This is an optimization exercise on Yosys and OpenROAD, whose aim is small area, not a production implementation.
The RTL was checked by simulation tests, not by an equivalence proof against the original design.
Power and IR drop assume default switching activity.

--- design/flow/config.mk ---
export PLATFORM = sky130hd
export DESIGN_NAME = moving_average_v5
export DESIGN_NICKNAME = moving_average_v5
export VERILOG_FILES = /design/flow/design.v
export SDC_FILE = /design/flow/constraint.sdc
export NUM_CORES = 4
export LEC_CHECK = 0
export CAP_MARGIN = 20
export CORE_MARGIN = 2
export CORE_UTILIZATION = 40
export CTS_BUF_LIST = sky130_fd_sc_hd__clkbuf_8
export SLEW_MARGIN = 20
--- design/flow/constraint.sdc ---
create_clock -name core_clock -period 6.0 [get_ports {clk}]
set_input_delay 1.2000 -clock core_clock [delete_from_list [all_inputs] [get_ports {clk}]]
set_output_delay 1.2000 -clock core_clock [all_outputs]
set_load 0.01 [all_outputs]
--- design/flow/design.v ---
`timescale 1ns / 1ps
module ma5_add #(parameter W = 16, parameter F = 6, parameter B = 5) (
    input  wire [W-1:0] a,
    input  wire [W-1:0] b,
    input  wire         cin,
    output reg  [W-1:0] s
);
    reg [W-1:0] s0;
    reg c, bc, pa;
    integer i, k;
    always @* begin
        c = cin;
        for (i = 0; i < F; i = i + 1) begin
            s[i] = a[i] ^ b[i] ^ c;
            c = (a[i] & b[i]) | (a[i] & c) | (b[i] & c);
        end
        bc = c;
        for (k = F; k < W; k = k + B) begin
            c = 1'b0;
            pa = 1'b1;
            for (i = k; i < k + B && i < W; i = i + 1) begin
                s0[i] = a[i] ^ b[i] ^ c;
                c = (a[i] & b[i]) | (a[i] & c) | (b[i] & c);
                s[i] = s0[i] ^ (bc & pa);
                pa = pa & s0[i];
            end
            bc = c | (bc & pa);
        end
    end
endmodule
module moving_average_v5 (
    input wire clk,
    input wire rst_n,
    input wire enable,
    input wire data_refresh,
    input wire output_refresh_mode,
    input wire signed [15:0] din,
    input wire [2:0] mode,
    output reg signed [15:0] dout,
    output reg output_pulse
);
reg [27:4] acc;
reg [15:0] h0, h1, h2, h3;
reg [3:0] cnt;
reg init_flag;
wire upd  = enable & data_refresh;
wire load = ~init_flag & (cnt == 4'd0);
reg [23:0] x, y;
always @* begin
    if (!upd)
        x = 24'b0;
    else if (init_flag)
        x = {{8{din[15]}}, din};
    else if (load)
        x = {din, 8'b0};
    else
        x = {{4{din[15]}}, din, 4'b0};
    y = (upd & init_flag) ? ~{{8{h3[15]}}, h3} : 24'b0;
end
wire cin_a = upd & init_flag;
wire [23:0] xs = acc ^ x ^ y;
wire [23:0] xc = (acc & x) | (acc & y) | (x & y);
wire [23:0] acc_next;
ma5_add #(.W(24), .F(6), .B(6)) u_acc_add (
    .a(xs), .b({xc[22:0], cin_a}), .cin(1'b0), .s(acc_next)
);
wire m1 = (mode == 3'b001);
wire m2 = (mode == 3'b010);
wire m3 = (mode == 3'b011);
wire [15:0] q = ({16{m1}} & ~h2) | ({16{m2}} & h1) | ({16{m3}} & acc[27:12]);
wire [15:0] t1s = h0 ^ h1 ^ h2;
wire [15:0] t1c = (h0 & h1) | (h0 & h2) | (h1 & h2);
wire [15:0] t1cs = {t1c[14:0], 1'b0};
wire [15:0] t2s = t1s ^ t1cs ^ q;
wire [15:0] t2c = (t1s & t1cs) | (t1s & q) | (t1cs & q);
wire [15:0] w;
ma5_add #(.W(16), .F(6), .B(5)) u_out_add (
    .a(t2s), .b({t2c[14:0], m1}), .cin(1'b0), .s(w)
);
reg [15:0] dnext;
always @* begin
    case (mode)
        3'b001:         dnext = {w[15], w[15:1]};
        3'b010, 3'b011: dnext = {{2{w[15]}}, w[15:2]};
        3'b100, 3'b101: dnext = acc[27:12];
        default:        dnext = din;
    endcase
end
reg pnext;
always @* begin
    case (mode)
        3'b001:  pnext = cnt[0];
        3'b010:  pnext = (cnt[1:0] == 2'b10);
        3'b011:  pnext = (cnt[1:0] == 2'b11);
        3'b100:  pnext = (cnt == 4'b0111);
        3'b101:  pnext = (cnt == 4'b1111);
        default: pnext = 1'b1;
    endcase
end
always @(posedge clk or negedge rst_n) begin
    if (!rst_n) begin
        acc <= 24'b0;
    end else begin
        acc <= acc_next;
    end
end
always @(posedge clk or negedge rst_n) begin
    if (!rst_n) begin
        h0 <= 16'b0; h1 <= 16'b0; h2 <= 16'b0;
        cnt <= 4'b0;
        init_flag <= 1'b0;
        dout <= 16'b0;
        output_pulse <= 1'b0;
    end else if (enable) begin
        if (data_refresh) begin
            h0 <= din; h1 <= h0; h2 <= h1;
            if (!init_flag) begin
                cnt <= cnt + 4'd1;
                if (cnt == 4'd15) init_flag <= 1'b1;
            end
        end
        output_pulse <= data_refresh & (output_refresh_mode | pnext);
        dout <= dnext;
    end
end
always @(posedge clk) begin
    if (enable & data_refresh) h3 <= h2;
end
endmodule
--- design/flow/flow/run.sh ---
#!/bin/bash
export BUFFER_PORTS_ARGS="-buffer_cell sky130_fd_sc_hd__buf_1"
bash standard.sh > standard.log 2>&1
--- design/flow/standard.sh ---
#!/bin/bash
# synth_recipe.tcl (not shown) runs the flow's synth.tcl, then flattens the netlist and writes it again
# the make line also repeats each setting of config.mk as NAME=value (left out here)
make -C /OpenROAD-flow-scripts/flow DESIGN_CONFIG=/design/flow/config.mk WORK_HOME=/design/flow/orfs CLKGATE_MAP_FILE= SYNTH_SCRIPT=/design/flow/synth_recipe.tcl "${@:-finish}"
==> results of run 1 <==
==> registers in the layout, summed over array words and instances (netlist names) <==
| signal | count |
|---|---|
| dout | 16 |
| h3 | 16 |
| init_flag | 1 |
| acc | 24 |
| h0 | 16 |
| cnt | 4 |
| output_pulse | 1 |
| h1 | 16 |
| h2 | 16 |
==> critical path, delay by kind of cell (launching register included) <==
| kind | cells | cell delay (ps) |
|---|---|---|
| AO/OA/AOI/OAI | 2 | 450 |
| XOR/XNOR | 1 | 160 |
| flip-flops | 1 | 440 |
| AND/OR/NAND/NOR | 5 | 1220 |
| multiplexers | 1 | 250 |
| buffers and inverters | 3 | 370 |
| adder cells (fa/ha/maj) | 8 | 2740 |
==> layout make-up <==
| class | count | share of cell area |
|---|---|---|
| flip-flops and latches | 110 | 0.3322 |
| well taps | 234 | 0.03434 |
| repair buffers | 80 | 0.05767 |
| inverters | 85 | 0.03742 |
| clock buffers | 9 | 0.01453 |
| clock inverters | 7 | 0.006603 |
| multi-input cells | 532 | 0.5172 |
==> layer usage <==
metal | vias to the layer above | wire [um]
li1 | 2603 | -
met1 | 2791 | 9485
met2 | 153 | 9128
met3 | 42 | 1031
met4 | 0 | 654
met5 | - | 0
==> cell families after synthesis <==
kind of cell / after synthesis / synth area share
and+or+nand+nor: 262 / 0.1500
buffers and inverters: 122 / 0.06143
DFF: 110 / 0.3680
AOI/OAI and AO/OA: 107 / 0.09833
adders and majority gates: 99 / 0.2418
muxes: 33 / 0.04339
xor gates and xnor gates: 31 / 0.03705
==> cell usage after synthesis (all sizes together) (5+ instances only) <==
cell	count	area [sq um]
buf	8	45.04
fa	83	1662
inv	85	319.1
xnor2	20	175.2
ha	16	200.2
edfxtp	16	480.5
clkbuf	29	108.9
dfrtp	94	2352
xor2	10	87.58
or3	10	67.56
mux2i	30	300.3
o22a	12	105.1
nand2	165	621.9
nor2	46	172.7
o211ai	8	60.06
a21oi	13	65.06
a31oi	5	31.28
a211oi	7	52.55
nand3	7	35.03
nor3	9	56.31
o21ai	30	150.1
a21o	5	37.54
==> what timing repair did <==
action	in CTS	in global routing
setup endpoints to repair	0	4
gates resized for setup	0	1
setup buffers	0	0
==> where the power goes <==
part | switching (mW) | leakage, nW | internal (mW) | total (mW)
combinational | 0.925 | 2.52 | 0.793 | 1.72
clock | 0.286 | 0.0906 | 0.157 | 0.443
sequential | 0.202 | 1.30 | 0.954 | 1.16
==> worst paths after layout <==
path | slack (ps) | depth (start not counted) | to | from
worst max-delay path | 260 | 20 | acc[24] | cnt[0]
worst max register to register | 260 | 20 | acc[24] | cnt[0]
worst min-delay path | 490 | 1 | dout[6] | dout[6]
max in group asynchronous | 4040 | 2 | h0[15] | rst_n
worst min register to register | 490 | 1 | dout[6] | dout[6]
min in group asynchronous | 810 | 1 | acc[6] | rst_n
==> flow_summary.toml, run 1 <==
[drt]
viasPerCell = 5.288
postRouteAntennaNets = 0
drt_iter0_markers = 593
routedWlPerCell_um = 19.20
routed-via-count = 5589
drt-pass1-iter-count = 5
wl_um = 20300
drc = 0

[setup_path]
cp_max_fo = 4
crit_chain = "inv_1, ha_1, nor4b_4, mux2i_1, nor2_1, a21oi_1, nor2_1, fa_1, ha_1, fa_1, inv_1, fa_1, fa_1, fa_1, fa_1, or4_1, o31ai_4, buf_4, nand3_1, xor2_1"
cp-end-kind = "register"
cp_data_required_time_ps = 6280
cp_common_cell = "fa_1"
slowest_stage = "fa_1"
arrival_ps = 6020
critPathMaxStageDelay_ps = 560
start_kind = "register"
criticalPathCategory = "register to register"

[global_route]
gr-usage-met3 = 0.03454
grt_max_degree = 56
grt_use_met1 = 0.3070
grt-ovfl-total = 0
grt_antenna_before_repair = 0
grt_pass1_vias = 5650
busiest_layer = "met2"
use_met2 = 0.3143
grt_pass1_wl_um = 32260
track_usage = 0.2121

[synth]
synth_edf_count = 16
synth_cell_types = 60
synth_area_sq_um = 7699
syn_area_per_cell_sq_um = 10.08
netlist_instances = 764
yosys_most_used_dff = "dfrtp_1"
synth_fp_nets = 887
ys_seq_elements = 110
yosysSeqAreaShare = 0.3680
async_reset_ff_frac = 0.8545
yosys_warnings = 3

[timing]
hold_viol = 0
whs_ps = 491.8
slew_headroom = 0.5063
tns_ps = 0
period_share = 0.9567
maxSlewViolCount = 0
max_freq_mhz = 174.2
tightestPinTransition_ps = 740.5
finalSetupViolCount = 0
rsz0062_at_grt = "false"
fin_skew_ps = 15.27
fin_crit_ps = 5740
final.setup.worst_slack_ps = 259.9

[placement]
placed_cell_area_sq_um = 8338
dp_slack_ps = -104.3
dp_hpwl_um = 15450
gp_congestion = 0.8515
placedCellCount = 1041
port_buffers = 40

[cells_and_area]
utilization = 0.4543
fill_cells = 1763
final_common_cell = "nand2_1"
mostFrequentLayoutCells = "nand2_1 (163), dfrtp_1 (94), inv_1 (84), fa_1 (83), nor2_1 (46)"
regArea_sq_um = 2833
syn_to_final_growth_pct = 10.76
nets = 941
multiInputGateArea_sq_um = 4410
final_cells = 1057
stdcell_area_sq_um = 8527
drive_above_1_share = 0.08505
antenna_cells = 0

[clocking]
clk_latency_ps = 400
clk_pin_slew_worst_paths_ps = 110
h-tree-depth = 3
clock-sinks = 110
clockRootBuffer = "clkbuf_8"
cts_tree = "yes"
cts_hold_buf = 0
cts_buffers = 9
cts.path.max_buffers = 2

[power_and_ir_drop]
powerDensity_nw_per_um2 = 389.0
power.total_mw = 3.317
irDropWorstVdd_uv = 162.5
p_leak_nw = 3.916

[floorplan]
dieArea_sq_um = 20370
die_y_um = 142.7
core_sq_um = 18770
die_w_um = 142.7
row_count = 50
io_pins = 41
start_util = 0.4102

[flow_run]
maxCapViolCount = 0

[status]
status = "complete, no violations"

[worst_hold_path]
holdCritPathClass = "register to register"
==> run 2: changes to the inputs <==
==> design/flow/flow/run.sh (replaced) <==
#!/bin/bash
# The standard layout, with two changes:
#  * each port gets the smallest buffer (buf_1) instead of the default choice;
#  * after the standard synthesis, fa_polarity.py picks each full adder's
#    polarity (a full adder is self-dual) to drop the inverters synthesis
#    left around them. Registers and logic function are unchanged.
set -euo pipefail
export BUFFER_PORTS_ARGS="-buffer_cell sky130_fd_sc_hd__buf_1"
R=orfs/results/sky130hd/moving_average_v5/base
bash standard.sh synth > synth.log 2>&1
cp $R/1_2_yosys.v yosys_standard.v
python3 flow/fa_polarity.py yosys_standard.v yosys_fapol.v > fa_polarity.log 2>&1
cp yosys_fapol.v $R/1_2_yosys.v
rm -f $R/1_synth.odb
bash standard.sh > standard.log 2>&1
==> design/flow/flow/fa_polarity.py (new file) <==
#!/usr/bin/env python3
"""Remove inverters around full adders by choosing each full adder's polarity.

A full adder is self-dual: FA(~a, ~b, ~c) gives ~SUM and ~COUT. Synthesis
often maps adder chains with every input inverted; this picks, for each
sky130 fa cell, whether to use it as is or with all pins complemented, so
that the fewest inverters are needed, and rewrites the netlist. Buffers and
inverters are dissolved and one inverter is put back per net that needs its
complement. The logic function and every register are unchanged.

usage: fa_polarity.py in.v out.v
"""
import math
import random
import re
import sys

OUT_PINS = {'X', 'Y', 'Q', 'Q_N', 'SUM', 'COUT', 'HI', 'LO', 'GCLK'}
INV_RE = re.compile(r'^sky130_fd_sc_hd__(inv|clkinv)_\d+$')
BUF_RE = re.compile(r'^sky130_fd_sc_hd__(buf|clkbuf)_\d+$')
FA_RE = re.compile(r'^sky130_fd_sc_hd__fa_\d+$')
CONST = {"1'h0": "1'h1", "1'h1": "1'h0", "1'b0": "1'b1", "1'b1": "1'b0"}

src = open(sys.argv[1]).read()
cell_re = re.compile(r'^(\s*)(sky130_fd_sc_hd__\w+)\s+(\S+)\s*\((.*?)\);\n', re.S | re.M)
pin_re = re.compile(r'\.(\w+)\(([^()]*)\)')

cells = []
for m in cell_re.finditer(src):
    pins = [(p, n.strip()) for p, n in pin_re.findall(m.group(4))]
    cells.append({'type': m.group(2), 'name': m.group(3), 'pins': pins,
                  'span': m.span()})

# output ports (their nets keep their drivers)
hdr = src[:src.index(');')]
out_ports = set()
for m in re.finditer(r'^\s*output\s+(\[(\d+):(\d+)\]\s+)?(\S+?)\s*;', src, re.M):
    if m.group(1):
        hi, lo = int(m.group(2)), int(m.group(3))
        for i in range(min(hi, lo), max(hi, lo) + 1):
            out_ports.add('%s[%d]' % (m.group(4), i))
    else:
        out_ports.add(m.group(4))

driver = {}
for idx, c in enumerate(cells):
    for p, n in c['pins']:
        if p in OUT_PINS:
            driver[n] = (idx, p)

def transparent(c):
    if INV_RE.match(c['type']) or BUF_RE.match(c['type']):
        outn = [n for p, n in c['pins'] if p in OUT_PINS][0]
        return outn not in out_ports
    return False

trans = [transparent(c) for c in cells]
inv_par = [1 if INV_RE.match(c['type']) else 0 for c in cells]

root_cache = {}
def root(n):
    if n in root_cache:
        return root_cache[n]
    par = 0
    cur = n
    seen = 0
    while cur in driver and trans[driver[cur][0]] and seen < 1000:
        idx = driver[cur][0]
        par ^= inv_par[idx]
        cur = [x for p, x in cells[idx]['pins'] if p == 'A'][0]
        seen += 1
    root_cache[n] = (cur, par)
    return root_cache[n]

fa_idx = [i for i, c in enumerate(cells) if FA_RE.match(c['type'])]
fa_var = {i: k for k, i in enumerate(fa_idx)}

# consumers: (cell idx, pin, root, parity)
consumers = []
for idx, c in enumerate(cells):
    if trans[idx]:
        continue
    for p, n in c['pins']:
        if p in OUT_PINS:
            continue
        r, par = root(n)
        consumers.append((idx, p, r, par))
for n in sorted(out_ports):
    if n in driver and trans[driver[n][0]]:
        pass  # cannot happen: such drivers are kept
    r, par = root(n)
    if r != n:
        consumers.append((-1, n, r, par))

roots = sorted(set(x[2] for x in consumers))
root_id = {r: i for i, r in enumerate(roots)}
root_cons = [[] for _ in roots]
for k, (idx, p, r, par) in enumerate(consumers):
    root_cons[root_id[r]].append(k)
root_drv_fa = []
for r in roots:
    d = driver.get(r)
    root_drv_fa.append(fa_var.get(d[0]) if d else None)

fa_roots = [set() for _ in fa_idx]
for k, (idx, p, r, par) in enumerate(consumers):
    if idx in fa_var:
        fa_roots[fa_var[idx]].add(root_id[r])
for ri, v in enumerate(root_drv_fa):
    if v is not None:
        fa_roots[v].add(ri)

flip = [0] * len(fa_idx)

def need(k):
    idx, p, r, par = consumers[k]
    v = fa_var.get(idx)
    return par ^ (flip[v] if v is not None else 0)

def root_cost(ri):
    r = roots[ri]
    if r in CONST:
        return 0
    v = root_drv_fa[ri]
    prov = flip[v] if v is not None else 0
    for k in root_cons[ri]:
        if need(k) != prov:
            return 1
    return 0

def total():
    return sum(root_cost(i) for i in range(len(roots)))

def delta(v):
    rs = fa_roots[v]
    before = sum(root_cost(i) for i in rs)
    flip[v] ^= 1
    after = sum(root_cost(i) for i in rs)
    flip[v] ^= 1
    return after - before

orig_inv = sum(1 for i, c in enumerate(cells) if trans[i] and inv_par[i])
orig_buf = sum(1 for i, c in enumerate(cells) if trans[i] and not inv_par[i])
cost = total()
start = cost
best = cost
best_flip = flip[:]
random.seed(1)
n = len(fa_idx)
if n:
    T = 2.0
    steps = 40000
    for s in range(steps):
        T = 2.0 * (1 - s / steps) + 0.01
        v = random.randrange(n)
        d = delta(v)
        if d <= 0 or random.random() < math.exp(-d / T):
            flip[v] ^= 1
            cost += d
            if cost < best:
                best = cost
                best_flip = flip[:]
    flip = best_flip[:]
    # final greedy descent
    improved = True
    while improved:
        improved = False
        for v in range(n):
            if delta(v) < 0:
                flip[v] ^= 1
                improved = True
    best = total()

sys.stderr.write('fa_polarity: %d full adders, %d flipped; inverters %d -> %d '
                 '(buffers dissolved: %d)\n' % (n, sum(flip), orig_inv, best, orig_buf))

# ---- rewrite ----
inv_net = {}
new_cells = []
ninv = 0
def inv_of(r):
    global ninv
    if r in CONST:
        return CONST[r]
    if r not in inv_net:
        name = '_fapol_n%d_' % ninv
        inv_net[r] = name
        new_cells.append('  sky130_fd_sc_hd__inv_1 _fapol_i%d_ (\n    .A(%s),\n    .Y(%s)\n  );\n'
                         % (ninv, r if r.startswith('\\') is False else r + ' ', name))
        ninv += 1
    return inv_net[r]

def ref(r):
    return r + ' ' if r.startswith('\\') else r

new_pins = {}
for k, (idx, p, r, par) in enumerate(consumers):
    ri = root_id[r]
    v = root_drv_fa[ri]
    prov = flip[v] if v is not None else 0
    net = ref(r) if need(k) == prov else inv_of(r)
    new_pins[(idx, p)] = net

out = []
pos = 0
extra_assign = []
for idx, c in enumerate(cells):
    a, b = c['span']
    out.append(src[pos:a])
    pos = b
    if trans[idx]:
        continue
    lines = []
    for p, nn in c['pins']:
        if p in OUT_PINS:
            lines.append('    .%s(%s)' % (p, ref(nn) if not nn.startswith('\\') else nn + ' '))
        else:
            lines.append('    .%s(%s)' % (p, new_pins[(idx, p)]))
    out.append('  %s %s (\n%s\n  );\n' % (c['type'], c['name'], ',\n'.join(lines)))
out.append(src[pos:])
text = ''.join(out)
# output ports fed through a dissolved buffer/inverter chain
for k, (idx, p, r, par) in enumerate(consumers):
    if idx == -1:
        extra_assign.append('  assign %s = %s;\n' % (p, new_pins[(idx, p)]))
decl = ''.join('  wire %s;\n' % n for n in inv_net.values())
ins = text.index('  sky130_fd_sc_hd__')
text = text[:ins] + decl + ''.join(new_cells) + ''.join(extra_assign) + text[ins:]
open(sys.argv[2], 'w').write(text)
--- a/design/flow/config.mk
+++ b/design/flow/config.mk
@@ -5,6 +5,7 @@
 export SDC_FILE = /design/flow/constraint.sdc
 export NUM_CORES = 4
 export LEC_CHECK = 0
+export ABC_AREA = 1
 export CAP_MARGIN = 20
 export CORE_MARGIN = 2
 export CORE_UTILIZATION = 40
==> flow_summary.toml, run 2 <==
[drt]
routed-via-count = 5503
viasPerCell = 5.177
routedWlPerCell_um = 18.44
postRouteAntennaNets = 0
drt-pass1-iter-count = 5
drt_iter0_markers = 475
wl_um = 19600
drc = 0

[setup_path]
crit_start = "mode[0]"
start_kind = "input pin"
arrival_ps = 5930
cp-endpoint = "dout[11]"
timing.rr.end = "acc[27]"
rr_startpoint = "init_flag"
criticalPathCategory = "input pin to register"
regToRegSetupSlack_ps = 810
cp-end-kind = "register"
cp_max_fo = 5
cp_data_required_time_ps = 6310
reg2reg_depth = 19

[timing]
fin_skew_ps = 18.97
hold_viol = 0
whs_ps = 487.8
rsz0062_at_grt = "false"
period_share = 0.9379
tightestPinTransition_ps = 877.0
maxSlewViolCount = 0
max_freq_mhz = 177.7
finalSetupViolCount = 0
fin_crit_ps = 5627
slew_headroom = 0.4153

[floorplan]
start_util = 0.4052
die_y_um = 138.7
io_pins = 41
row_count = 49
core_sq_um = 17900
dieArea_sq_um = 19230
die_w_um = 138.7

[cells_and_area]
mostFrequentLayoutCells = "nand2_1 (168), inv_1 (111), dfrtp_1 (94), fa_1 (83), o21ai_0 (75)"
final_common_cell = "nand2_1"
largest_register_ffs = 24
top_register = "acc"
multiInputGateArea_sq_um = 4015
antenna_cells = 0
utilization = 0.4598
drive_above_1_share = 0.08873
syn_to_final_growth_pct = 13.47
fill_cells = 1722
regArea_sq_um = 2833
nets = 952

[synth]
netlist_instances = 740
synth_fp_nets = 863
synth_area_sq_um = 7254
yosys_warnings = 3
syn_area_per_cell_sq_um = 9.803

[global_route]
track_usage = 0.2162
grt_max_degree = 61
grt_pass1_wl_um = 31790
grt-ovfl-total = 0
grt_pass1_vias = 5678
grt_antenna_before_repair = 0

[power_and_ir_drop]
p_clk_frac = 0.147
power.share.switching = 0.4311
powerDensity_nw_per_um2 = 393.8
power.total_mw = 3.242
irDropWorstVdd_uv = 180.2
seqPwrFrac = 0.346
p_leak_nw = 3.888
switching_power_mw = 1.397
intPower_mw = 1.844
power_frac_comb = 0.508

[clocking]
clock-sinks = 110
cts.path.max_buffers = 2
cts_hold_buf = 0
clockRootBuffer = "clkbuf_8"
post_cts_buffers = 0
cts_tree = "yes"
clk_pin_slew_worst_paths_ps = 120
clk_latency_ps = 400
h-tree-depth = 3
cts_buffers = 9
cts_resized = 0

[placement]
port_buffers = 40
gp_congestion = 0.9136
dp_hpwl_um = 14950

[worst_hold_path]
holdCritPathClass = "register to register"

[flow_run]
maxCapViolCount = 0

[status]
status = "complete, no violations"
-- run 2: routing by layer --
| metal | GRT usage | vias to the layer above | share of wire |
|---|---|---|---|
| met1 | 0.3099 | 2684 | 0.44 |
| met4 | 0.05954 | 0 | 0.022 |
| met2 | 0.3395 | 201 | 0.46 |
| li1 | - | 2583 | - |
| met3 | 0.04247 | 35 | 0.074 |
| met5 | 0 | - | 0 |
-- run 2: worst min-delay path by stage --
stage / slack (ps) / endpoint / depth (start not counted) / start
floorplan: 450 / h1[14] / 2 / h1[14]
CTS: 490 / dout[8] / 2 / dout[8]
global placement: 460 / dout[8] / 2 / dout[8]
finish: 490 / dout[8] / 2 / dout[8]
global route: 530 / dout[15] / 2 / dout[15]
detailed placement: 460 / dout[8] / 2 / dout[8]
-- run 2: power groups by stage --
stage / registers, mW / clock network [mW] / logic, mW
finish: 1.12 / 0.475 / 1.65
global route: 1.15 / 0.511 / 1.89
CTS: 1.12 / 0.485 / 1.66
detailed placement: 1.14 / 0 / 1.65
global placement: 1.14 / 0 / 1.60
floorplan: 1.09 / 0 / 1.18
-- run 2: per-stage QoR --
step | cells | setup WS (ps) | instance area [sq um] | TNS [ps]
4_1_cts | 1063 | 380.4 | 8232 | 0
3_3_place_gp | 1047 | 12.94 | 8035 | 0
3_5_place_dp | 1047 | -89.87 | 8035 | -186.6
6_report | 1063 | 372.7 | 8232 | 0
2_1_floorplan | 740 | 112.5 | 7272 | 0
5_1_grt | 1063 | 27.19 | 8232 | 0
-- run 2: critical path, cell delays in order --
cell      delay, ps
buf_1           200
inv_1           110
nor3_2          250
nand2_1          90
o221ai_1        110
fa_1            460
fa_1            400
fa_1            460
fa_1            460
fa_1            460
fa_1            480
nand4_1         140
nor2_1           70
nand2_1          90
nand2_1         110
ha_1            210
xnor2_1         140
a221oi_1        280
a21o_1          160
nand2_1          50
-- run 2: layout make-up --
| class | instances | area share |
|---|---|---|
| clock buffers | 9 | 0.01505 |
| clock inverters | 7 | 0.008816 |
| inverters | 112 | 0.05153 |
| multi-input cells | 518 | 0.4878 |
| flip-flops and latches | 110 | 0.3441 |
| well taps | 229 | 0.03481 |
| repair buffers | 78 | 0.05791 |
==> run 3: changes to the inputs <==
--- a/design/flow/config.mk
+++ b/design/flow/config.mk
@@ -10,4 +10,5 @@
 export CORE_MARGIN = 2
 export CORE_UTILIZATION = 40
 export CTS_BUF_LIST = sky130_fd_sc_hd__clkbuf_8
+export GPL_TIMING_DRIVEN = 0
 export SLEW_MARGIN = 20
==> flow_summary.toml, run 3 <==
[status]
status = "complete, no violations"

[global_route]
grt_antenna_before_repair = 0
grt_pass1_vias = 5804
track_usage = 0.2280
gr-usage-met3 = 0.04040
busiest_layer = "met2"
use_met2 = 0.3601
grt-ovfl-total = 0
grt_use_met1 = 0.3196
grt_pass1_wl_um = 33340
grt_max_degree = 37

[cells_and_area]
utilization = 0.4627
syn_to_final_growth_pct = 14.19
mostFrequentLayoutCells = "nand2_1 (167), inv_1 (106), dfrtp_1 (94), fa_1 (80), o21ai_0 (74)"
stdcell_area_sq_um = 8284
nets = 936
top_register = "acc"
final_common_cell = "nand2_1"
largest_register_ffs = 24
drive_above_1_share = 0.09169
antenna_cells = 0

[placement]
port_buffers = 40
dp_hpwl_um = 13840
dp_slack_ps = -1463
gp_congestion = 0.8780
placed_cell_area_sq_um = 7814

[timing]
finalSetupViolCount = 0
fin_crit_ps = 5778
fin_skew_ps = 10.32
hold_viol = 0
rsz0062_at_grt = "false"
maxSlewViolCount = 0
period_share = 0.9630
tightestPinTransition_ps = 842.2
slew_headroom = 0.4354
max_freq_mhz = 173.1
final.setup.worst_slack_ps = 222.2

[synth]
yosys_warnings = 3
synth_area_sq_um = 7254
syn_area_per_cell_sq_um = 9.803
netlist_instances = 740
synth_fp_nets = 863

[drt]
drt_iter0_markers = 457
routedWlPerCell_um = 19.78
drt-pass1-iter-count = 5
routed-via-count = 5630
drc = 0
viasPerCell = 5.377
postRouteAntennaNets = 0
wl_um = 20710

[power_and_ir_drop]
p_clk_frac = 0.162
seqPwrFrac = 0.342
p_leak_nw = 3.844
powerDensity_nw_per_um2 = 395.7
switching_power_mw = 1.402
irDropWorstVdd_uv = 227.9
intPower_mw = 1.876
power.share.switching = 0.4277
power_frac_comb = 0.496

[setup_path]
reg2reg_depth = 19
start_kind = "input pin"
criticalPathCategory = "input pin to register"
cp_max_fo = 8
arrival_ps = 6070
cp-end-kind = "register"
cp_data_required_time_ps = 6290

[floorplan]
die_y_um = 138.7
start_util = 0.4052
core_sq_um = 17900
row_count = 49
die_w_um = 138.7
dieArea_sq_um = 19230
io_pins = 41

[clocking]
h-tree-depth = 3
clockRootBuffer = "clkbuf_8"
cts_buffers = 9
clock-sinks = 110
cts.path.max_buffers = 2
clk_pin_slew_worst_paths_ps = 110
cts_hold_buf = 0
cts_tree = "yes"
clk_latency_ps = 400

[worst_hold_path]
holdCritPathClass = "register to register"
min_path_cells = 2

[flow_run]
maxCapViolCount = 0
## run 3: what timing repair did
action,in CTS,in global routing
endpoints found under the setup margin,31,13
resized for setup,13,14
pin swaps,5,4
cloned,7,0
buffers inserted,5,6
## run 3: worst max-delay path, cell delays in order
cell and delay [ps]:
clkbuf_2 140, inv_2 110, nor3_4 210, clkinvlp_4 240, buf_4 260, o22ai_1 120, a21oi_1 60, inv_1 90
fa_1 410, ha_1 220, fa_1 460, fa_1 470, fa_1 460, fa_1 500, nand2_1 170, nand2_2 110
ha_1 230, xnor2_2 140, a221oi_1 250, a21o_1 170, nand2_1 60
## run 3: per-stage QoR
step           hold slack, ps  instances  total power, mW  TNS [ps]
3_5_place_dp            463.3       1013            2.711    -31830
4_1_cts                 492.5       1041            3.280         0
2_1_floorplan           453.0        740            2.266         0
5_1_grt                 522.0       1047            3.579         0
6_report                487.1       1047            3.278         0
3_3_place_gp            464.2       1009            2.662    -94420
## run 3: power by group through the flow
stage | clock, mW | sequential (mW) | combinational (mW)
CTS | 0.549 | 1.12 | 1.61
detailed placement | 0 | 1.13 | 1.58
floorplan | 0 | 1.09 | 1.18
finish | 0.532 | 1.12 | 1.63
global route | 0.564 | 1.15 | 1.87
global placement | 0 | 1.13 | 1.53
## run 3: final timing paths
kind	startpoint	endpoint	slack, ps
setup / recovery	mode[1]	dout[11]	220
hold / removal	output_pulse	output_pulse	490
setup reg to reg	init_flag	acc[27]	380
hold reg to reg	output_pulse	output_pulse	490
max in group asynchronous	rst_n	dout[15]	4480
min in group asynchronous	rst_n	h0[6]	680
## run 3: final cells by class
| cell class | instances | area [sq um] |
|---|---|---|
| timing repair buffer | 55 | 360.3 |
| inverter | 112 | 435.4 |
| sequential | 110 | 2833 |
| clock buffer | 10 | 137.6 |
| fill | 1709 | 9618 |
| timing repair inverter | 3 | 17.52 |
| multi-input combinational | 522 | 4120 |
| tap | 229 | 286.5 |
| clock inverter | 6 | 93.84 |
## run 3: metal layers
metal	vias to the layer above	wire [um]
met5	-	0
met4	0	677
met3	53	1473
met2	223	9639
met1	2791	8915
li1	2563	-
==> run 4: changes to the inputs <==
--- a/design/flow/config.mk
+++ b/design/flow/config.mk
@@ -5,10 +5,8 @@
 export SDC_FILE = /design/flow/constraint.sdc
 export NUM_CORES = 4
 export LEC_CHECK = 0
-export ABC_AREA = 1
 export CAP_MARGIN = 20
 export CORE_MARGIN = 2
 export CORE_UTILIZATION = 40
 export CTS_BUF_LIST = sky130_fd_sc_hd__clkbuf_8
-export GPL_TIMING_DRIVEN = 0
 export SLEW_MARGIN = 20
==> flow_summary.toml, run 4 <==
[flow_run]
maxCapViolCount = 0

[floorplan]
io_pins = 41
die_y_um = 140.6
die_w_um = 140.6
start_util = 0.4114
core_sq_um = 18150
row_count = 49
dieArea_sq_um = 19770

[power_and_ir_drop]
power.total_mw = 3.283
powerDensity_nw_per_um2 = 388.4
irDropWorstVdd_uv = 163.1
p_leak_nw = 3.931

[setup_path]
regToRegSetupSlack_ps = 360
arrival_ps = 6080
timing.rr.end = "acc[23]"
start_kind = "input pin"
cp_data_required_time_ps = 6340
rr_startpoint = "cnt[0]"
crit_start = "mode[0]"
criticalPathCategory = "input pin to register"
cp-end-kind = "register"
cp_max_fo = 5
reg2reg_depth = 19

[global_route]
track_usage = 0.2194
grt_antenna_before_repair = 0
grt_max_degree = 50
grt-ovfl-total = 0
grt_pass1_wl_um = 32960
grt_pass1_vias = 5953

[placement]
port_buffers = 40
gp_congestion = 0.8865
placed_cell_area_sq_um = 8284
dp_hpwl_um = 15570
placedCellCount = 1016
dp_slack_ps = -253.9

[cells_and_area]
nets = 921
fill_cells = 1713
drive_above_1_share = 0.1046
utilization = 0.4659
largest_register_ffs = 24
antenna_cells = 0
regArea_sq_um = 2833
final_common_cell = "nand2_1"
stdcell_area_sq_um = 8454
top_register = "acc"
final_cells = 1032
mostFrequentLayoutCells = "nand2_1 (162), dfrtp_1 (94), fa_1 (75), inv_1 (64), nor2_1 (45)"
syn_to_final_growth_pct = 13.24
multiInputGateArea_sq_um = 4464

[worst_hold_path]
min_path_cells = 1
min_from = "dout[2]"
holdCritPathClass = "register to register"
min_to = "dout[2]"

[clocking]
cts_buffers = 9
cts_hold_buf = 0
clockRootBuffer = "clkbuf_8"
cts.path.max_buffers = 2
clk_latency_ps = 400
clock-sinks = 110
h-tree-depth = 3
cts_tree = "yes"
clk_pin_slew_worst_paths_ps = 110

[synth]
synth_fp_nets = 829
netlist_instances = 706
syn_area_per_cell_sq_um = 10.57
synth_area_sq_um = 7466
yosys_warnings = 3

[timing]
tightestPinTransition_ps = 730.6
max_freq_mhz = 174.5
tns_ps = 0
rsz0062_at_grt = "false"
finalSetupViolCount = 0
fin_crit_ps = 5732
maxSlewViolCount = 0
final.setup.worst_slack_ps = 267.9
period_share = 0.9554
fin_skew_ps = 10.21
hold_viol = 0
slew_headroom = 0.5129
whs_ps = 494.2

[drt]
routedWlPerCell_um = 19.71
postRouteAntennaNets = 0
routed-via-count = 5559
drc = 0
drt_iter0_markers = 498
viasPerCell = 5.387
drt-pass1-iter-count = 5
wl_um = 20340

[status]
status = "complete, no violations"
## run 4: critical path: stages
cell	delay, ps
clkbuf_2	140
buf_4	170
mux2i_1	180
o22a_1	150
nor2_1	50
fa_1	520
fa_1	410
fa_1	460
fa_1	470
fa_1	460
fa_1	460
inv_1	80
nand3b_1	130
or3_4	150
nand2_1	70
ha_1	200
xnor2_1	190
a22o_1	180
mux2i_1	70
a211oi_1	240
a21o_1	110
## run 4: worst max-delay path by stage
| stage | to | slack, ps | cells after the start |
|---|---|---|---|
| 6_report | dout[10] | 270 | 21 |
| 5_1_grt | dout[10] | 3 | 21 |
| 4_1_cts | dout[10] | 180 | 21 |
| 3_5_place_dp | dout[10] | -250 | 21 |
| 3_3_place_gp | dout[10] | -170 | 21 |
| 2_1_floorplan | acc[21] | -360 | 16 |
## run 4: where the power goes
part	switching [mW]	internal (mW)
clock network	0.266	0.149
registers	0.214	0.954
logic	0.920	0.782
total	1.40	1.88
## run 4: layout make-up
| type | instances | share of cell area |
|---|---|---|
| inverter | 64 | 0.02886 |
| timing repair buffer | 81 | 0.05476 |
| multi-input combinational | 532 | 0.5280 |
| clock buffer | 9 | 0.01465 |
| clock inverter | 7 | 0.004736 |
| tap | 229 | 0.03389 |
| sequential | 110 | 0.3351 |
## run 4: timing repair
action,4_1_cts,5_1_grt
endpoints found under the setup margin,0,3
hold endpoints to repair,0,0
setup buffers,0,0
gates resized for setup,0,2
## run 4: routing by layer
metal  vias up  GRT usage  part of all wire
met5         -          0                 0
met4         0    0.06842             0.029
met3        43    0.05265             0.059
met2       160     0.3582              0.48
met1      2803     0.2919              0.43
li1       2553          -                 -
==> run 5: changes to the inputs <==
==> design/flow/flow/run.sh (replaced) <==
#!/bin/bash
# The standard layout with an area pass after its standard synthesis:
#  * each port gets the smallest buffer (buf_1);
#  * the synthesized netlist is improved without touching its registers:
#    fa_polarity.py picks each full adder's polarity (a full adder is
#    self-dual) to drop inverters, and abc re-maps the remaining logic for
#    area (reabc.ys), twice over; the result replaces 1_2_yosys.v and the
#    standard flow continues from there. Timing is then repaired by the flow.
set -euo pipefail
export BUFFER_PORTS_ARGS="-buffer_cell sky130_fd_sc_hd__buf_1"
R=orfs/results/sky130hd/moving_average_v5/base
L=orfs/logs/sky130hd/moving_average_v5/base
LIB=$FLOW_HOME/platforms/sky130hd/lib/sky130_fd_sc_hd__tt_025C_1v80.lib
bash standard.sh synth > synth.log 2>&1
cp $R/1_2_yosys.v yosys_standard.v
DONTUSE=$(grep -o -- "-dont_use [^ ]*" $L/1_2_yosys.log | sort -u | tr '\n' ' ')
cur=yosys_standard.v
for i in 1 2 3; do
  python3 flow/fa_polarity.py $cur pol$i.v >> fa_polarity.log 2>&1
  sed -e "s#@LIB@#$LIB#g" -e "s#@IN@#pol$i.v#" -e "s#@OUT@#abc$i.v#" \
      -e "s#@SCRIPT@#flow/amap.script#" -e "s#@TOP@#$FLOW_TOP#" \
      -e "s#@DONTUSE@#$DONTUSE#" flow/reabc.ys > reabc$i.ys
  yosys -l reabc$i.log reabc$i.ys > /dev/null
  cur=abc$i.v
done
python3 flow/fa_polarity.py $cur yosys_final.v >> fa_polarity.log 2>&1
cp yosys_final.v $R/1_2_yosys.v
rm -f $R/1_synth.odb
bash standard.sh > standard.log 2>&1
==> design/flow/flow/amap.script (new file) <==
strash
dch -f
amap
==> design/flow/flow/reabc.ys (new file) <==
# Re-map the logic between registers and adder cells for area.
# Registers, full and half adders and tie cells stay as they are (black boxes);
# every other cell is read as its liberty function and mapped again by abc.
read_liberty -overwrite -ignore_miss_func @LIB@
blackbox sky130_fd_sc_hd__fa_* sky130_fd_sc_hd__ha_* sky130_fd_sc_hd__df* sky130_fd_sc_hd__edf* sky130_fd_sc_hd__sdf* sky130_fd_sc_hd__dl* sky130_fd_sc_hd__conb_*
read_verilog @IN@
hierarchy -check -top @TOP@
flatten
rename -hide w:*.*
opt_clean -purge
abc -script @SCRIPT@ -liberty @LIB@ @DONTUSE@
splitnets
opt_clean -purge
write_verilog -noattr -nohex -nodec -selected @OUT@.tmp.v
design -reset
read_liberty -lib @LIB@
read_verilog @OUT@.tmp.v
hierarchy -check -top @TOP@
hilomap -singleton -hicell sky130_fd_sc_hd__conb_1 HI -locell sky130_fd_sc_hd__conb_1 LO
opt_clean -purge
check -assert -mapped
stat -liberty @LIB@
write_verilog -noattr -nohex -nodec @OUT@
--- a/design/flow/config.mk
+++ b/design/flow/config.mk
@@ -5,6 +5,7 @@
 export SDC_FILE = /design/flow/constraint.sdc
 export NUM_CORES = 4
 export LEC_CHECK = 0
+export ABC_AREA = 1
 export CAP_MARGIN = 20
 export CORE_MARGIN = 2
 export CORE_UTILIZATION = 40
==> flow_summary.toml, run 5 <==
[setup_path]
cp_common_cell = "fa_2"
cp_max_fo = 5
critPathMaxStageDelay_ps = 450
worst-path-buf-inv = 5
crit_family = "adder cells"
cp_data_required_time_ps = 6330
slowest_stage = "fa_1"
criticalPathCategory = "input pin to register"
arrival_ps = 6590
cp-end-kind = "register"
start_kind = "input pin"

[cells_and_area]
final_common_cell = "dfrtp_1"
largest_register_ffs = 24
syn_to_final_growth_pct = 29.03
utilization = 0.5273
top_register = "acc"
mostFrequentLayoutCells = "dfrtp_1 (94), buf_4 (88), nor2_1 (74), fa_1 (63), inv_1 (56)"
nets = 889
antenna_cells = 0
drive_above_1_share = 0.2802

[clocking]
h-tree-depth = 3
clockRootBuffer = "clkbuf_8"
clk_pin_slew_worst_paths_ps = 90
clk_latency_ps = 410
cts.path.max_buffers = 2
cts_buffers = 9
clock-sinks = 109
cts_tree = "yes"
cts_hold_buf = 0

[floorplan]
start_util = 0.4086
core_sq_um = 16520
row_count = 47
die_y_um = 133.9
dieArea_sq_um = 17940
die_w_um = 133.9
io_pins = 41

[timing]
maxSlewViolCount = 0
fin_crit_ps = 6264
fin_skew_ps = 12.85
hold_viol = 0
slew_headroom = 0.4698
period_share = 1.044
final.setup.worst_slack_ps = -264.3
tns_ps = -1573
tightestPinTransition_ps = 795.3
finalSetupViolCount = 8
rsz0062_at_grt = "true"
max_freq_mhz = 159.6

[drt]
viasPerCell = 5.552
routed-via-count = 5502
postRouteAntennaNets = 0
wl_um = 20380
drt-pass1-iter-count = 5
routedWlPerCell_um = 20.57
drc = 0
drt_iter0_markers = 469

[flow_run]
maxCapViolCount = 0

[placement]
port_buffers = 40
dp_hpwl_um = 15340
gp_congestion = 0.9696
dp_slack_ps = -1043

[synth]
netlist_instances = 615
yosys_warnings = 3
synth_fp_nets = 738
synth_area_sq_um = 6753
syn_area_per_cell_sq_um = 10.98

[power_and_ir_drop]
irDropWorstVdd_uv = 275.0
powerDensity_nw_per_um2 = 506.7
p_leak_nw = 3.598

[global_route]
grt-ovfl-total = 0
grt_antenna_before_repair = 0
grt_pass1_vias = 5866
grt_max_degree = 61
grt_pass1_wl_um = 32350
track_usage = 0.2392

[worst_hold_path]
holdCritPathClass = "register to register"

[status]
so_faults = "negative setup slack"
status = "finished with violations"
-- run 5: power breakdown --
group	total (mW)	switching, mW	internal (mW)
Combinational	2.84	1.46	1.38
Clock	0.431	0.261	0.170
Sequential	1.14	0.186	0.957
Total	4.42	1.91	2.51
-- run 5: routing by layer --
metal,GRT usage,share of wire,up-vias
met5,0,0,-
met4,0.07683,0.027,0
met3,0.04119,0.056,45
met2,0.4074,0.51,209
met1,0.3129,0.41,2796
li1,-,-,2452
-- run 5: final cells by class --
type | count | area, sq um
Fill cell | 1481 | 7811
Multi-Input combinational cell | 440 | 4168
Sequential cell | 109 | 2803
Timing Repair Buffer | 140 | 1032
Tap cell | 220 | 275.3
Inverter | 66 | 257.7
Clock buffer | 11 | 151.4
Clock inverter | 5 | 26.28
-- run 5: what timing repair did --
action | CTS | global route
setup buffers | 14 | 17
resized for setup | 46 | 65
endpoints found under the setup margin | 12 | 14
hold endpoints to repair | 0 | 0
pin swaps | 29 | 51
-- run 5: through the flow --
step                hold slack (ps)  area (sq um)  std cells  power [mW]
floorplan                     424.9          6925        615       2.717
CTS                           465.6          8406        979       4.227
global route                  471.0          8713        991       4.783
finish                        467.9          8713        991       4.415
global placement              445.5          7948        949       3.426
detailed placement            444.8          7948        949       3.522
-- run 5: worst register-to-register path, delay by kind of cell (launching register included) --
kind,cells,cell delay (ps)
fa+ha+maj,7,2770
flops,1,400
compound gates,4,560
simple gates,11,1240
buf+inv,9,910
-- run 5: final timing paths --
check	startpoint	endpoint	slack, ps	cells past startpoint
setup / recovery	mode[1]	dout[12]	-260	26
hold / removal	h2[15]	h3[15]	470	0
setup reg to reg	cnt[0]	acc[27]	80	31
hold reg to reg	h2[15]	h3[15]	470	0
max in group asynchronous	rst_n	acc[18]	4020	2
min in group asynchronous	rst_n	h2[0]	780	1
==> run 6: changes to the inputs <==
==> design/flow/flow/amap.script (replaced) <==
strash
dch -f
map
==> flow_summary.toml, run 6 <==
[clocking]
cts_resized = 0
post_cts_buffers = 0
cts_buffers = 9
cts.path.max_buffers = 2
clk_pin_slew_worst_paths_ps = 100
h-tree-depth = 3
clk_latency_ps = 390
cts_hold_buf = 0
clock-sinks = 107
clockRootBuffer = "clkbuf_8"
cts_tree = "yes"

[setup_path]
crit_chain = "buf_1, inv_1, nand2_1, nor2_4, a22oi_1, o21ai_0, fa_1, fa_1, fa_1, fa_1, fa_1, fa_1, nand4_1, nor2_1, nand2_1, nand2_1, ha_1, xor2_1, a221oi_1, o21ai_0, a22o_2"
reg2reg_depth = 18
cp-endpoint = "dout[11]"
regToRegSetupSlack_ps = 660
timing.rr.end = "acc[27]"
crit_start = "mode[2]"
cp_common_cell = "fa_1"
criticalPathCategory = "input pin to register"
arrival_ps = 5970
critPathMaxStageDelay_ps = 520
cp-end-kind = "register"
cp_max_fo = 4
slowest_stage = "fa_1"
rr_startpoint = "cnt[3]"
start_kind = "input pin"
cp_data_required_time_ps = 6290

[floorplan]
start_util = 0.4052
core_sq_um = 17120
die_w_um = 135.7
dieArea_sq_um = 18410
die_y_um = 135.7
io_pins = 41
row_count = 48

[drt]
postRouteAntennaNets = 0
m1WireLength_um = 7866
routed-via-count = 5357
drc = 0
routed-wl-met2_um = 8965
routedWlPerCell_um = 18.84
drt-pass1-iter-count = 5
drt_iter0_markers = 516
viasPerCell = 5.439
met3_length_um = 1340
wl_um = 18560
routed.top_layer = "met4"

[cells_and_area]
mostFrequentLayoutCells = "nand2_1 (117), dfrtp_1 (94), fa_1 (83), inv_1 (83), o21ai_0 (57)"
fill_cells = 1663
top_register = "acc"
largest_register_ffs = 24
drive_above_1_share = 0.08158
stdcell_area_sq_um = 7818
nets = 878
final_common_cell = "nand2_1"
antenna_cells = 0
syn_to_final_growth_pct = 12.72

[global_route]
track_usage = 0.2217
grt_max_degree = 53
grt_pass1_wl_um = 30590
grt-ovfl-total = 0
grt_antenna_before_repair = 0
grt_pass1_vias = 5649

[power_and_ir_drop]
powerDensity_nw_per_um2 = 491.4
irDropWorstVdd_uv = 339.3
p_leak_nw = 3.620

[synth]
syn_area_per_cell_sq_um = 10.29
synth_fp_nets = 797
synth_area_sq_um = 6935
netlist_instances = 674
yosys_warnings = 3

[timing]
max_freq_mhz = 176.1
fin_skew_ps = 11.36
fin_crit_ps = 5679
final.setup.worst_slack_ps = 320.9
maxSlewViolCount = 0
slew_headroom = 0.4730
hold_viol = 0
rsz0062_at_grt = "false"
tightestPinTransition_ps = 789.7
finalSetupViolCount = 0
period_share = 0.9465

[worst_hold_path]
holdCritPathClass = "register to register"

[status]
status = "complete, no violations"

[placement]
dp_slack_ps = -92.27
gp_congestion = 0.9243
port_buffers = 40
placed_cell_area_sq_um = 7616
dp_hpwl_um = 14560

[flow_run]
maxCapViolCount = 0
## run 6: area by class of cell
class                   instances  area [sq um]  share of cell area
clock inverters                 6         63.81            0.008163
flip-flops and latches        107          2743              0.3508
well taps                     225         281.5             0.03601
multi-input cells             485          3905              0.4995
clock buffers                  10         137.6             0.01761
repair buffers                 70         379.1             0.04850
inverters                      82         307.8             0.03937
## run 6: worst min path at each step
| stage | cells past startpoint | from | endpoint | slack (ps) |
|---|---|---|---|---|
| floorplan | 0 | h2[6] | h3[6] | 470 |
| global placement | 2 | dout[13] | dout[13] | 470 |
| detailed placement | 2 | dout[6] | dout[6] | 480 |
| finish | 2 | dout[6] | dout[6] | 500 |
| CTS | 2 | dout[6] | dout[6] | 500 |
| global route | 2 | dout[6] | dout[6] | 530 |
## run 6: worst max-delay path, delay by kind of cell
kind	cells	cell delay [ps]
fa+ha+maj	7	2960
compound gates	5	930
simple gates	6	490
buf+inv	2	230
xor+xnor	1	160
## run 6: report_power, final
group,total (mW),switching (mW),leakage [nW],internal [mW]
combinational,2.27,1.28,2.27,0.990
clock,0.469,0.264,0.104,0.206
sequential,1.11,0.176,1.24,0.930
total,3.84,1.72,3.62,2.13
## run 6: layer usage
metal  global-route usage  vias to the layer above
met2               0.3600                      202
met3              0.05874                       27
met1               0.2955                     2684
met5                    0                        -
li1                     -                     2444
met4              0.06076                        0
## run 6: metrics by stage
stage	setup TNS (ps)	utilization	total power, mW	instances	hold slack, ps
3_3_place_gp	0	0.4450	3.294	969	469.2
4_1_cts	0	0.4567	3.875	985	503.3
6_report	0	0.4567	3.842	985	500.2
2_1_floorplan	0	-	2.741	674	466.8
3_5_place_dp	-92.27	0.4450	3.384	969	477.7
5_1_grt	0	0.4567	4.264	985	532.0
==> run 7: changes to the inputs <==
==> design/flow/flow/amap.script (replaced) <==
&get -n
&st
&dch
&nf
&put
--- a/design/flow/flow/fa_polarity.py
+++ b/design/flow/flow/fa_polarity.py
@@ -178,15 +178,19 @@
 inv_net = {}
 new_cells = []
 ninv = 0
+tag = 0
+while ('_fapol%d_' % tag) in src:
+    tag += 1
+prefix = '_fapol%d_' % tag
 def inv_of(r):
     global ninv
     if r in CONST:
         return CONST[r]
     if r not in inv_net:
-        name = '_fapol_n%d_' % ninv
+        name = '%sn%d_' % (prefix, ninv)
         inv_net[r] = name
-        new_cells.append('  sky130_fd_sc_hd__inv_1 _fapol_i%d_ (\n    .A(%s),\n    .Y(%s)\n  );\n'
-                         % (ninv, r if r.startswith('\\') is False else r + ' ', name))
+        new_cells.append('  sky130_fd_sc_hd__inv_1 %si%d_ (\n    .A(%s),\n    .Y(%s)\n  );\n'
+                         % (prefix, ninv, ref(r), name))
         ninv += 1
     return inv_net[r]
 
==> flow_summary.toml, run 7 <==
[power_and_ir_drop]
powerDensity_nw_per_um2 = 450.5
irDropWorstVdd_uv = 296.9
p_leak_nw = 3.716

[timing]
slew_headroom = 0.4015
final.setup.worst_slack_ps = 239.5
fin_skew_ps = 13.44
maxSlewViolCount = 0
period_share = 0.9601
tightestPinTransition_ps = 897.7
finalSetupViolCount = 0
hold_viol = 0
tns_ps = 0
max_freq_mhz = 173.6
rsz0062_at_grt = "false"
fin_crit_ps = 5761

[floorplan]
die_w_um = 135.9
die_y_um = 135.9
start_util = 0.4053
row_count = 48
dieArea_sq_um = 18480
core_sq_um = 17180
io_pins = 41

[global_route]
gr-usage-met3 = 0.03095
track_usage = 0.2318
grt-ovfl-total = 0
grt_max_degree = 62
grt_pass1_vias = 5840
use_met2 = 0.3953
grt_use_met1 = 0.3028
grt_pass1_wl_um = 32090
busiest_layer = "met2"
grt_antenna_before_repair = 0

[drt]
viasPerCell = 5.491
wl_um = 19850
postRouteAntennaNets = 0
drt_iter0_markers = 461
routedWlPerCell_um = 19.95
routed-via-count = 5464
drt-pass1-iter-count = 5
drc = 0

[status]
status = "complete, no violations"

[setup_path]
crit_family = "adder cells"
crit_cells = 16
criticalPathCategory = "input pin to register"
cp_data_required_time_ps = 6290
cp_max_fo = 5
crit_chain = "buf_1, and3b_1, buf_4, a221o_1, fa_1, ha_1, fa_1, fa_1, fa_1, fa_1, a21oi_2, nor4_1, nor2_1, a221o_1, a21oi_1, o22ai_1"
cp_common_cell = "fa_1"
start_kind = "input pin"
cp-end-kind = "register"
reg2reg_depth = 18
slowest_stage = "fa_1"
arrival_ps = 6050
critPathMaxStageDelay_ps = 610
worst-path-buf-inv = 2

[cells_and_area]
antenna_cells = 0
syn_to_final_growth_pct = 18.73
mostFrequentLayoutCells = "nand2_1 (155), dfrtp_1 (94), fa_1 (73), buf_4 (68), nor2_1 (50)"
multiInputGateArea_sq_um = 4146
drive_above_1_share = 0.1494
utilization = 0.4812
regArea_sq_um = 2833
top_register = "acc"
largest_register_ffs = 24
fill_cells = 1585
nets = 888
final_common_cell = "nand2_1"

[clocking]
cts_buffers = 9
clockRootBuffer = "clkbuf_8"
post_cts_buffers = 0
clock-sinks = 110
cts_tree = "yes"
h-tree-depth = 3
cts.path.max_buffers = 2
clk_latency_ps = 400
cts_hold_buf = 0
clk_pin_slew_worst_paths_ps = 110

[placement]
port_buffers = 40
gp_congestion = 0.8926
dp_hpwl_um = 15420
dp_slack_ps = -299.7

[synth]
syn_area_per_cell_sq_um = 10.79
yosys_warnings = 3
netlist_instances = 645
synth_area_sq_um = 6962
synth_fp_nets = 768

[flow_run]
maxCapViolCount = 0

[worst_hold_path]
min_path_cells = 1
holdCritPathClass = "register to register"
==> run 7: through the flow <==
stage	total power, mW	instances	instance area [sq um]	hold WS [ps]
final	3.723	995	8265	509.5
after floorplan	2.536	645	7084	447.3
after detailed placement	3.244	979	8056	487.2
after global placement	3.147	979	8056	457.7
after CTS	3.716	995	8240	515.8
after global routing	4.047	995	8265	542.6
==> run 7: area by class of cell <==
cell class / instances / share of cell area
clock buffer: 9 / 0.01499
clock inverter: 7 / 0.007266
inverter: 34 / 0.01635
multi-input combinational: 501 / 0.5017
sequential: 110 / 0.3427
tap: 225 / 0.03406
timing repair buffer: 109 / 0.08295
==> run 7: per-layer routing <==
| layer | share of wire | vias up |
|---|---|---|
| met5 | 0 | - |
| met4 | 0.031 | 0 |
| met3 | 0.047 | 48 |
| met2 | 0.50 | 172 |
| met1 | 0.42 | 2797 |
| li1 | - | 2447 |
==> run 7: timing repair <==
item / 4_1_cts / 5_1_grt
setup endpoints to repair: 0 / 8
hold endpoints to repair: 0 / 0
gates resized for setup: 0 / 6
==> run 7: worst paths after layout <==
path	startpoint	endpoint	slack, ps
worst max-delay path	mode[2]	dout[13]	240
worst min register to register	dout[6]	dout[6]	510
worst min-delay path	dout[6]	dout[6]	510
min in group asynchronous	rst_n	h0[1]	940
max in group asynchronous	rst_n	h0[12]	4030
worst max register to register	cnt[0]	acc[27]	370
==> run 7: where the power goes <==
| group | switching [mW] | internal (mW) | leakage (nW) | total [mW] |
|---|---|---|---|---|
| logic | 1.11 | 0.966 | 2.30 | 2.08 |
| clock network | 0.267 | 0.189 | 0.107 | 0.455 |
| registers | 0.219 | 0.969 | 1.31 | 1.19 |
| total | 1.60 | 2.12 | 3.72 | 3.72 |
==> run 8: changes to the inputs <==
==> design/flow/flow/amap.script (replaced) <==
strash
dch -f
map
--- a/design/flow/config.mk
+++ b/design/flow/config.mk
@@ -8,6 +8,6 @@
 export ABC_AREA = 1
 export CAP_MARGIN = 20
 export CORE_MARGIN = 2
-export CORE_UTILIZATION = 40
+export CORE_UTILIZATION = 65
 export CTS_BUF_LIST = sky130_fd_sc_hd__clkbuf_8
 export SLEW_MARGIN = 20
==> flow_summary.toml, run 8 <==
[cells_and_area]
antenna_cells = 0
final_common_cell = "nand2_1"
multiInputGateArea_sq_um = 4026
utilization = 0.7439
largest_register_ffs = 24
drive_above_1_share = 0.09962
syn_to_final_growth_pct = 12.36
mostFrequentLayoutCells = "nand2_1 (110), dfrtp_1 (94), fa_1 (82), inv_1 (79), o21ai_0 (70)"
fill_cells = 779
top_register = "acc"
regArea_sq_um = 2833
nets = 911

[setup_path]
crit_chain = "buf_1, inv_1, nor3_4, a22oi_1, o21ai_1, fa_1, fa_1, fa_1, fa_1, fa_1, fa_2, nand4_1, nor2_1, nand2_1, nand2_1, ha_1, xor2_1, a221oi_1, o21ai_0, a22o_2"
slowest_stage = "fa_1"
start_kind = "input pin"
cp_common_cell = "fa_1"
cp_max_fo = 5
critPathMaxStageDelay_ps = 480
arrival_ps = 6030
criticalPathCategory = "input pin to register"
cp_data_required_time_ps = 6290
cp-end-kind = "register"

[power_and_ir_drop]
irDropWorstVdd_uv = 298.3
p_leak_nw = 3.686
power.total_mw = 3.432
powerDensity_nw_per_um2 = 429.4

[synth]
synth_fp_nets = 818
yosys_warnings = 3
syn_area_per_cell_sq_um = 10.24
netlist_instances = 695
synth_area_sq_um = 7114

[timing]
maxSlewViolCount = 0
tightestPinTransition_ps = 686.0
rsz0062_at_grt = "false"
max_freq_mhz = 174.1
fin_crit_ps = 5742
whs_ps = 486.7
finalSetupViolCount = 0
hold_viol = 0
slew_headroom = 0.5422
period_share = 0.9570
fin_skew_ps = 15.06

[drt]
drt-pass1-iter-count = 7
drc = 0
viasPerCell = 6.121
drt_iter0_markers = 530
postRouteAntennaNets = 0
routedWlPerCell_um = 20.30
routed-via-count = 5711
wl_um = 18940

[floorplan]
row_count = 38
die_w_um = 108.6
dieArea_sq_um = 11800
io_pins = 41
die_y_um = 108.6
core_sq_um = 10750
start_util = 0.6621

[flow_run]
maxCapViolCount = 0

[clocking]
h-tree-depth = 3
clockRootBuffer = "clkbuf_8"
cts_tree = "yes"
cts_hold_buf = 0
clock-sinks = 110
post_cts_buffers = 0
cts_buffers = 9
cts.path.max_buffers = 2
clk_latency_ps = 400
cts_resized = 0
clk_pin_slew_worst_paths_ps = 100

[placement]
dp_hpwl_um = 14870
port_buffers = 40
gp_congestion = 0.9308

[global_route]
grt_pass1_vias = 5794
grt_max_degree = 49
grt_antenna_before_repair = 0
track_usage = 0.3579
grt-ovfl-total = 0
grt_pass1_wl_um = 30630

[worst_hold_path]
holdCritPathClass = "register to register"

[status]
status = "complete, no violations"
==> run 8: final timing paths <==
check	start	to	slack, ps	cells after the start
min in group asynchronous	rst_n	dout[1]	850	1
max	mode[0]	dout[11]	260	20
max reg2reg	cnt[0]	acc[21]	630	19
min reg2reg	dout[13]	dout[13]	490	2
min	dout[13]	dout[13]	490	2
max in group asynchronous	rst_n	h0[10]	4060	2
==> run 8: critical path, delay by kind of cell <==
family / cells / cell delay (ps)
AOI/OAI and AO/OA: 5 / 850
xor gates and xnor gates: 1 / 160
adders and majority gates: 7 / 2850
buffers and inverters: 2 / 390
and+or+nand+nor: 5 / 590
==> run 8: area by class of cell <==
cell class                 count  area share
multi-input combinational    504      0.5037
clock buffer                  11     0.01894
sequential                   110      0.3544
clock inverter                 5    0.003913
inverter                      81     0.03850
tap                          140     0.02191
timing repair buffer          82     0.05869
==> run 8: per-stage QoR <==
stage / worst slack [ps] / area [sq um] / cells / TNS [ps]
after floorplan: 7.384 / 7167 / 695 / 0
after global placement: 16.51 / 7811 / 917 / 0
after detailed placement: -147.8 / 7811 / 917 / -337.7
after CTS: 266.8 / 7994 / 933 / 0
after global routing: 31.79 / 7994 / 933 / 0
final: 257.7 / 7994 / 933 / 0
==> run 8: layer usage <==
layer	vias up	part of all wire	track usage
met3	63	0.087	0.09683
met4	0	0.049	0.1758
met1	2815	0.39	0.4713
li1	2555	-	-
met2	278	0.47	0.5549
met5	-	0	0
==> run 8: report_power, final <==
group	total, mW	leakage (nW)	switching (mW)	internal [mW]
clock network	0.437	0.0955	0.264	0.173
registers	1.16	1.27	0.202	0.955
logic	1.84	2.32	1.03	0.810
==> run 9: changes to the inputs <==
--- a/design/flow/config.mk
+++ b/design/flow/config.mk
@@ -8,6 +8,6 @@
 export ABC_AREA = 1
 export CAP_MARGIN = 20
 export CORE_MARGIN = 2
-export CORE_UTILIZATION = 65
+export CORE_UTILIZATION = 40
 export CTS_BUF_LIST = sky130_fd_sc_hd__clkbuf_8
 export SLEW_MARGIN = 20
==> flow_summary.toml, run 9 <==
[floorplan]
io_pins = 41
start_util = 0.4099
row_count = 48
core_sq_um = 17360
die_w_um = 137.4
dieArea_sq_um = 18870
die_y_um = 137.4

[cells_and_area]
drive_above_1_share = 0.1043
fill_cells = 1638
largest_register_ffs = 24
nets = 914
antenna_cells = 0
mostFrequentLayoutCells = "nand2_1 (110), dfrtp_1 (94), fa_1 (82), inv_1 (80), o21ai_0 (70)"
syn_to_final_growth_pct = 14.23
final_common_cell = "nand2_1"
top_register = "acc"

[placement]
gp_congestion = 0.9479
dp_hpwl_um = 15770
port_buffers = 40
dp_slack_ps = -156.1

[timing]
tns_ps = 0
hold_viol = 0
maxSlewViolCount = 0
max_freq_mhz = 175.7
period_share = 0.9486
finalSetupViolCount = 0
final.setup.worst_slack_ps = 308.1
rsz0062_at_grt = "false"
fin_skew_ps = 13.42
slew_headroom = 0.5118
tightestPinTransition_ps = 731.5
fin_crit_ps = 5692

[flow_run]
maxCapViolCount = 0

[power_and_ir_drop]
irDropWorstVdd_uv = 197.9
powerDensity_nw_per_um2 = 426.3
switching_power_mw = 1.534
seqPwrFrac = 0.334
power_frac_comb = 0.538
intPower_mw = 1.930
p_clk_frac = 0.128
power.share.switching = 0.4428
p_leak_nw = 3.701

[worst_hold_path]
holdCritPathClass = "register to register"

[global_route]
grt_pass1_vias = 5761
grt_max_degree = 53
track_usage = 0.2294
grt_pass1_wl_um = 31970
grt_antenna_before_repair = 0
grt-ovfl-total = 0

[synth]
synth_area_sq_um = 7114
synth_fp_nets = 818
yosys_warnings = 3
syn_area_per_cell_sq_um = 10.24
netlist_instances = 695

[clocking]
clk_latency_ps = 400
clockRootBuffer = "clkbuf_8"
cts_tree = "yes"
clk_pin_slew_worst_paths_ps = 110
cts_hold_buf = 0
h-tree-depth = 3
clock-sinks = 110
cts.path.max_buffers = 2
cts_buffers = 9

[setup_path]
cp-end-kind = "register"
criticalPathCategory = "input pin to register"
start_kind = "input pin"
arrival_ps = 5990
cp_max_fo = 4
cp_data_required_time_ps = 6300

[drt]
drt_iter0_markers = 347
drc = 0
routedWlPerCell_um = 19.27
viasPerCell = 5.395
wl_um = 19670
drt-pass1-iter-count = 6
postRouteAntennaNets = 0
routed-via-count = 5508

[status]
status = "complete, no violations"
## run 9: cell types whose count changed in the layout (fill, tap and decap cells not counted), moves of 2 or more
cell / delta
clkinv_2: -3
buf_1: -2
buf_4: +2
clkbuf_2: +2
clkbuf_8: -2
## run 9: per-layer routing
layer	up-vias	track usage	wire length [um]
met3	30	0.04820	1245
met1	2730	0.3152	8582
met4	0	0.06529	467
li1	2564	-	-
met5	-	0	0
met2	184	0.3693	9375
## run 9: worst max-delay path, stage by stage
cell and delay (ps):
clkbuf_2 150, inv_1 100, nor3_4 260, a22oi_1 100
o21ai_1 130, fa_1 430, fa_1 420, fa_1 460
fa_1 460, fa_1 470, fa_2 430, nand4_1 150
nor2_1 80, nand2_1 80, nand2_1 80, ha_1 200
xor2_1 170, a221oi_1 280, o21ai_0 130, a22o_2 220
## run 9: area by class of cell
| cell class | count | area, sq um | area share |
|---|---|---|---|
| clock buffers | 9 | 123.9 | 0.01524 |
| clock inverters | 7 | 56.30 | 0.006928 |
| inverters | 81 | 307.8 | 0.03788 |
| multi-input cells | 504 | 4026 | 0.4955 |
| flip-flops and latches | 110 | 2833 | 0.3486 |
| well taps | 225 | 281.5 | 0.03464 |
| repair buffers | 85 | 498.0 | 0.06128 |
## run 9: worst paths after layout
path | start | endpoint | slack [ps] | cells after the start
worst max-delay path | mode[0] | dout[11] | 310 | 20
worst min-delay path | dout[7] | dout[7] | 500 | 2
worst max register to register | cnt[0] | acc[21] | 520 | 19
worst min register to register | dout[7] | dout[7] | 500 | 2
max in group asynchronous | rst_n | acc[25] | 4050 | 2
min in group asynchronous | rst_n | acc[4] | 830 | 1
## run 9: metrics by stage
stage / hold WS (ps) / total power [mW] / instance area, sq um / instances / util
2_1_floorplan: 482.4 / 2.399 / 7167 / 695 / -
3_3_place_gp: 467.5 / 2.966 / 7925 / 1003 / 0.4566
3_5_place_dp: 468.7 / 3.035 / 7925 / 1003 / 0.4566
4_1_cts: 498.1 / 3.489 / 8105 / 1019 / 0.4670
5_1_grt: 540.4 / 3.788 / 8127 / 1021 / 0.4682
6_report: 495.5 / 3.464 / 8127 / 1021 / 0.4682
## run 9: timing repair
| action | 4_1_cts | 5_1_grt |
|---|---|---|
| gates resized for setup | 0 | 3 |
| endpoints found under the hold margin | 0 | 0 |
| setup endpoints to repair | 0 | 1 |
| buffers inserted | 0 | 2 |
## run 9: power by group through the flow
stage | registers, mW | clock network [mW] | logic [mW]
final | 1.16 | 0.443 | 1.86
after detailed placement | 1.17 | 0 | 1.86
after CTS | 1.16 | 0.457 | 1.87
after global routing | 1.18 | 0.489 | 2.12
after global placement | 1.17 | 0 | 1.80
after floorplan | 1.11 | 0 | 1.29

[static timing again, ports no longer ideal]
Ports are ideal in the flow. The routed layouts listed here were re-timed in OpenROAD. Step 1 assumes that a clkbuf_16 drives the clock port and a buf_2 every other input. Step 2 times the ports against the registers' clock, not the clock port: input delays grow and output delays shrink by t, the midpoint of the rising clock arrivals with the driver on. Slacks: no drivers / after step 1 / after step 2; pairs: no drivers / after step 1.
| run | t (ns) | setup slack, ns | hold slack, ns | slew at the worst register clock pin (ns) |
|---|---|---|---|---|
| run 1 | 0.432 | 0.260 / 0.260 / -0.084 | 0.492 / 0.492 / 0.492 | 0.12 / 0.12 |
| run 2 | 0.429 | 0.373 / 0.382 / -0.047 | 0.488 / 0.488 / 0.488 | 0.12 / 0.12 |
| run 3 | 0.434 | 0.222 / 0.237 / -0.197 | 0.487 / 0.487 / 0.487 | 0.11 / 0.11 |
| run 4 | 0.430 | 0.268 / 0.220 / -0.210 | 0.494 / 0.494 / 0.494 | 0.11 / 0.11 |
| run 5 | 0.440 | -0.264 / -0.275 / -0.714 | 0.468 / 0.468 / 0.468 | 0.11 / 0.11 |
| run 6 | 0.424 | 0.321 / 0.325 / -0.099 | 0.500 / 0.500 / 0.500 | 0.11 / 0.11 |
| run 7 | 0.431 | 0.239 / 0.253 / -0.178 | 0.510 / 0.510 / 0.510 | 0.11 / 0.11 |
| run 8 | 0.434 | 0.258 / 0.273 / -0.161 | 0.487 / 0.487 / 0.487 | 0.11 / 0.11 |
| run 9 | 0.431 | 0.308 / 0.319 / -0.112 | 0.495 / 0.495 / 0.495 | 0.12 / 0.12 |
With both steps, setup timing fails in 8 of these runs, where it was met with ideal ports. The setup slack of run 4, which loses most, moves by -0.048 ns with the drivers and by -0.478 ns with both steps.
